Source: an optimization exercise on an open RTL-to-GDS flow (aim: small area). Production flows keep margins and buffers that such runs may drop. The RTL was checked by simulation tests, not by an equivalence proof against the original design. Power figures rest on the tool's default switching activity, not on a simulated workload.

==> inputs of nickel <==
## genius_top
module genius_top
	(
		input CLOCK_50,
		input RESET_N,
		input [3:0] KEY,
		output [7:0] LEDG,
		output [3:0] COLOR,
		output [6:0] HEX0,
		output [6:0] HEX1,
		output [6:0] HEX2,
		output [6:0] HEX3,
		output [6:0] HEX4,
		output [6:0] HEX5,
		output [6:0] HEX6,
		output [6:0] HEX7
	);
	wire btn0, btn1, btn2, btn3;
	wire timerPronto, colorPronto, pulseSeq, setTimerOn, velA, velB;
	wire [1:0] signalRand;
	wire [3:0] code;
	wire [6:0] codeScr;
	wire [6:0] codeAux;
	LevelToPulse LockEnterPulse0 (.Clock(CLOCK_50), .Reset(RESET_N), .Level(KEY[0]), .Pulse(btn0));
	LevelToPulse LockEnterPulse1 (.Clock(CLOCK_50), .Reset(RESET_N), .Level(KEY[1]), .Pulse(btn1));
	LevelToPulse LockEnterPulse2 (.Clock(CLOCK_50), .Reset(RESET_N), .Level(KEY[2]), .Pulse(btn2));
	LevelToPulse LockEnterPulse3 (.Clock(CLOCK_50), .Reset(RESET_N), .Level(KEY[3]), .Pulse(btn3));
	fsm_genius FSM (
		.reset(RESET_N), .clock(CLOCK_50),
		.btn0(btn0), .btn1(btn1), .btn2(btn2), .btn3(btn3),
		.timerPronto(timerPronto), .colorPronto(colorPronto), .colorSeq(signalRand),
		.code(code), .codeScr(codeScr), .codeAux(codeAux),
  ...
==> module LevelToPulse, before the edit <==
module LevelToPulse(
	input Clock,
	input Reset,
	input Level,
	output Pulse
);
	reg [1:0] state;
	assign Pulse = state[0];
	always @(posedge Clock or negedge Reset) begin
		if (!Reset) state <= 2'b00;
		else state <= {state[0] & ~(state[1] & Level), ~Level | (state[0] & ~state[1])};
	end
endmodule
==> module RandColor, before the edit <==
module RandColor(
  input  clk,
  input  reset,
  input  enable,
  output reg [1:0] code,
  output reg colorPronto
);
reg [4:0] d;
reg v;
wire [4:0] dn;
assign dn[4] = d[4]^d[1];
assign dn[3] = d[3]^d[0];
assign dn[2] = d[2]^dn[4];
assign dn[1] = d[1]^dn[3];
assign dn[0] = d[0]^dn[2];
wire [2:0] signal = {3{v}} & {code == 2'd2, code[0], code[1] ~^ code[0]};
always @(posedge clk) begin
  if (~reset) begin
    d <= 5'd0;
    v <= 1'b0;
    colorPronto <= 0;
  end else if (~enable) begin
    d <= d + {2'b00, signal} + 5'd12;
    colorPronto <= 0;
  end else begin
    code <= {dn[3], dn[1]};
    v <= 1'b1;
    colorPronto <= 1;
    d <= dn;
  end
end
endmodule
==> flow/config.mk <==
export PLATFORM = sky130hd
export DESIGN_NAME = genius_top
export DESIGN_NICKNAME = genius_top
export VERILOG_FILES = /design/flow/design.v
export SDC_FILE = /design/flow/constraint.sdc
export NUM_CORES = 4
export LEC_CHECK = 0
export CAP_MARGIN = 20
export CORE_MARGIN = 2
export CORE_UTILIZATION = 40
export SLEW_MARGIN = 20
==> flow/constraint.sdc <==
create_clock -name core_clock -period 10.0 [get_ports {CLOCK_50}]
set_input_delay 2.0000 -clock core_clock [delete_from_list [all_inputs] [get_ports {CLOCK_50}]]
set_output_delay 2.0000 -clock core_clock [all_outputs]
set_load 0.01 [all_outputs]
standard.sh (not shown) runs the stock make flow with config.mk's settings and CLKGATE_MAP_FILE= SYNTH_SCRIPT=/design/flow/synth_recipe.tcl, a recipe that flattens the netlist after the stock synthesis.
==> flow/flow/run.sh <==
#!/bin/bash
# Own layout flow: the standard flow's synthesis with an area-oriented ABC script, then
# the standard layout (standard.sh) with 1x port buffers and a clock tree
# of smaller buffers without dummy loads.
# Logs: synth_make.log and standard.log here, each step's log in orfs/logs.
set -euo pipefail
W=$PWD
export MY_ABC_SCRIPT=$W/flow/abc_area.script
export FLOW_SYNTH_TCL=$W/synth_recipe.tcl
export BUFFER_PORTS_ARGS="-buffer_cell sky130_fd_sc_hd__buf_1"
export CTS_ARGS="-sink_clustering_enable -repair_clock_nets -dont_use_dummy_load -buf_list sky130_fd_sc_hd__clkbuf_8"
make -C "$FLOW_HOME" DESIGN_CONFIG=$W/config.mk WORK_HOME=$W/orfs CLKGATE_MAP_FILE= SYNTH_SCRIPT=$W/flow/synth.tcl synth > synth_make.log 2>&1
bash standard.sh > standard.log 2>&1
==> flow/flow/abc_area.script <==
strash
&get -n
&fraig -x
&put
scorr
dc2
balance
rewrite
refactor
balance
rewrite
rewrite -z
balance
refactor -z
rewrite -z
balance
strash
&get -n
&dch -f
&nf -R 1000 -p
&put
==> flow/flow/synth.tcl <==
proc abc {args} {
  set i [lsearch -exact $args -script]
  if { $i >= 0 } { lset args [expr {$i + 1}] $::env(MY_ABC_SCRIPT) }
  set j [lsearch -exact $args -D]
  if { $j >= 0 } { set args [lreplace $args $j [expr {$j + 1}]] }
  yosys abc {*}$args
}
source $::env(FLOW_SYNTH_TCL)
==> quartz (differences from nickel) <==
--- a/flow/design.v
+++ b/flow/design.v
@@ -1,14 +1,46 @@
-module LevelToPulse(
-	input Clock,
-	input Reset,
-	input Level,
-	output Pulse
-);
-	reg [1:0] state;
-	assign Pulse = state[0];
-	always @(posedge Clock or negedge Reset) begin
-		if (!Reset) state <= 2'b00;
-		else state <= {state[0] & ~(state[1] & Level), ~Level | (state[0] & ~state[1])};
+module	LevelToPulse(
+			 Clock,
+			 Reset,
+			 Level,
+			 Pulse 
+	);
+	input					Clock;	 
+	input					Reset;	 
+	input					Level;
+	output	 reg			Pulse;
+	parameter INICIAL = 2'd00, INTERMEDIARIO = 2'd01, FINAL = 2'd11;
+	reg [1:0] state , proxState;
+	always @(posedge Clock or negedge  Reset) begin
+		if(!Reset) begin
+			state <= INICIAL;
+		end
+		else state <= proxState;
 	end
-endmodule
+	always @(*) begin
+		case(state)
+		INICIAL:begin
+			Pulse <= 0;
+			if(Level == 0)begin
+				proxState <= INTERMEDIARIO ;
+			end
+			else proxState <= INICIAL;
+		end
+		INTERMEDIARIO:begin
+				Pulse <= 1;
+				proxState <= FINAL;
+		end
+		FINAL:begin
+			Pulse <= 1;
+			if(Level == 1)begin
+				proxState <= INICIAL ;
+			end
+			else proxState <= FINAL ;
+		end
+		default:begin
+			Pulse <= 0;
+			proxState <= INICIAL;
+		end
+		endcase
+	end
+endmodule  
 module fsm_genius(
@@ -232,3 +264,3 @@
   input  enable,
-  output reg [1:0] code,
+  output [1:0] code,
   output reg colorPronto
@@ -236,3 +268,4 @@
 reg [4:0] d;
-reg v;
+reg [2:0] signal;
+assign code = {signal[2] | (signal[1] & signal[0]), signal[1]};
 wire [4:0] dn;
@@ -243,3 +276,2 @@
 assign dn[0] = d[0]^dn[2];
-wire [2:0] signal = {3{v}} & {code == 2'd2, code[0], code[1] ~^ code[0]};
 always @(posedge clk) begin
@@ -247,3 +279,3 @@
     d <= 5'd0;
-    v <= 1'b0;
+    signal <= 3'b000;
     colorPronto <= 0;
@@ -253,4 +285,8 @@
   end else begin
-    code <= {dn[3], dn[1]};
-    v <= 1'b1;
+    case ({dn[3], dn[1]})
+      2'b00: signal <= 3'b001;
+      2'b01: signal <= 3'b010;
+      2'b10: signal <= 3'b100;
+      2'b11: signal <= 3'b011;
+    endcase
     colorPronto <= 1;
==> flow/run.sh (new file) <==
#!/bin/bash
# synth_recipe.tcl (not shown) runs the flow's synth.tcl, then flattens the netlist and writes it again
# the make line also repeats each setting of config.mk as NAME=value (left out here)
make -C /OpenROAD-flow-scripts/flow DESIGN_CONFIG=/design/flow/config.mk WORK_HOME=/design/flow/orfs CLKGATE_MAP_FILE= SYNTH_SCRIPT=/design/flow/synth_recipe.tcl finish
ABC_AREA = 1   (was unset)
removed: flow/flow/run.sh
removed: flow/flow/abc_area.script
removed: flow/flow/synth.tcl
removed: flow/standard.sh
==> willow (differences from nickel) <==
--- a/flow/design.v
+++ b/flow/design.v
@@ -1,14 +1,46 @@
-module LevelToPulse(
-	input Clock,
-	input Reset,
-	input Level,
-	output Pulse
-);
-	reg [1:0] state;
-	assign Pulse = state[0];
-	always @(posedge Clock or negedge Reset) begin
-		if (!Reset) state <= 2'b00;
-		else state <= {state[0] & ~(state[1] & Level), ~Level | (state[0] & ~state[1])};
+module	LevelToPulse(
+			 Clock,
+			 Reset,
+			 Level,
+			 Pulse 
+	);
+	input					Clock;	 
+	input					Reset;	 
+	input					Level;
+	output	 reg			Pulse;
+	parameter INICIAL = 2'd00, INTERMEDIARIO = 2'd01, FINAL = 2'd11;
+	reg [1:0] state , proxState;
+	always @(posedge Clock or negedge  Reset) begin
+		if(!Reset) begin
+			state <= INICIAL;
+		end
+		else state <= proxState;
 	end
-endmodule
+	always @(*) begin
+		case(state)
+		INICIAL:begin
+			Pulse <= 0;
+			if(Level == 0)begin
+				proxState <= INTERMEDIARIO ;
+			end
+			else proxState <= INICIAL;
+		end
+		INTERMEDIARIO:begin
+				Pulse <= 1;
+				proxState <= FINAL;
+		end
+		FINAL:begin
+			Pulse <= 1;
+			if(Level == 1)begin
+				proxState <= INICIAL ;
+			end
+			else proxState <= FINAL ;
+		end
+		default:begin
+			Pulse <= 0;
+			proxState <= INICIAL;
+		end
+		endcase
+	end
+endmodule  
 module fsm_genius(
@@ -232,3 +264,3 @@
   input  enable,
-  output reg [1:0] code,
+  output [1:0] code,
   output reg colorPronto
@@ -236,3 +268,4 @@
 reg [4:0] d;
-reg v;
+reg [2:0] signal;
+assign code = {signal[2] | (signal[1] & signal[0]), signal[1]};
 wire [4:0] dn;
@@ -243,3 +276,2 @@
 assign dn[0] = d[0]^dn[2];
-wire [2:0] signal = {3{v}} & {code == 2'd2, code[0], code[1] ~^ code[0]};
 always @(posedge clk) begin
@@ -247,3 +279,3 @@
     d <= 5'd0;
-    v <= 1'b0;
+    signal <= 3'b000;
     colorPronto <= 0;
@@ -253,4 +285,8 @@
   end else begin
-    code <= {dn[3], dn[1]};
-    v <= 1'b1;
+    case ({dn[3], dn[1]})
+      2'b00: signal <= 3'b001;
+      2'b01: signal <= 3'b010;
+      2'b10: signal <= 3'b100;
+      2'b11: signal <= 3'b011;
+    endcase
     colorPronto <= 1;
==> flow/run.sh (new file) <==
#!/bin/bash
# synth_recipe.tcl (not shown) runs the flow's synth.tcl, then flattens the netlist and writes it again
# the make line also repeats each setting of config.mk as NAME=value (left out here)
make -C /OpenROAD-flow-scripts/flow DESIGN_CONFIG=/design/flow/config.mk WORK_HOME=/design/flow/orfs CLKGATE_MAP_FILE= SYNTH_SCRIPT=/design/flow/synth_recipe.tcl finish
ABC_AREA = 1   (was unset)
CTS_BUF_LIST = sky130_fd_sc_hd__clkbuf_8   (was unset)
removed: flow/flow/run.sh
removed: flow/flow/abc_area.script
removed: flow/flow/synth.tcl
removed: flow/standard.sh
==> run notes <==
* Die area at 22900 µm²
* Synth top area share at 0.242
* CTS clk-pin slew, worst paths at 0.09 ns
* Fin nets at 1257
* R2r startpoint: FSM.indSeq[1]
* Post-synth EDFFs at 70
* Clk Latency, worst-skew pair at 0.47 ns
* Die height at 151 µm
* Placed insts at 1475
* Fin cells at 1506
* Final Cycle Share at 0.449
* Status: finished clean
* CP startpoint: FSM.code[3]
* Sequential Power Share at 0.491
* Met3 WL at 1.23 mm
(the above is from willow)
==> run notes <==
* Met3 WL at 1.28 mm
* Fin cells at 1506
* Die height at 151 µm
* CP startpoint: FSM.code[3]
* Synth top area share at 0.242
* Final Cycle Share at 0.445
* R2r startpoint: FSM.indSeq[1]
* Sequential Power Share at 0.441
* Die area at 22900 µm²
* Post-synth EDFFs at 70
* Status: finished clean
* Placed insts at 1475
(the above is from quartz)
==> run notes <==
* Die area at 20500 µm²
* Largest area class, layout: multi-input combinational cells
* Met2 Wirelength at 8.73 mm
* CTS clk-pin slew, worst paths at 0.07 ns
* CP startpoint: FSM.indSeq[0]
* Flops & latches, synth at 145
* Synth top area share at 0.279
* Status: finished clean
* Fin nets at 957
* Sequential Power Share at 0.595
* Met3 WL at 1.07 mm
* WL per Instance at 16.2 µm
* Fin cells at 1177
* Placed insts at 1160
(the above is from nickel)

## afterwards: timing with drivers on the ports
The results above use ideal ports. As a check the final layouts listed here were re-extracted and re-timed, cells and wires unchanged. Step 1 assumes that a clkbuf_16 drives the clock port and a buf_2 every other input. Step 2, shift: input delay + t, output delay - t, t = (earliest + latest rising clock arrival at the registers) / 2. This alone moves slack from input paths to output paths. Slacks: ideal / step 1 / step 2; pairs: ideal / step 1.
run	t, ns	slack for setup (ns)	worst data-port slew with drivers (ns)
nickel	0.472	5.752 / 5.752 / 5.698	0.03
quartz	0.475	5.552 / 5.504 / 5.264	0.04
willow	0.511	5.509 / 5.464 / 5.263	0.04
After both steps setup and hold are still met in every run listed. The setup slack of quartz, which loses most, moves by -0.048 ns with the drivers and by -0.288 ns with both steps.
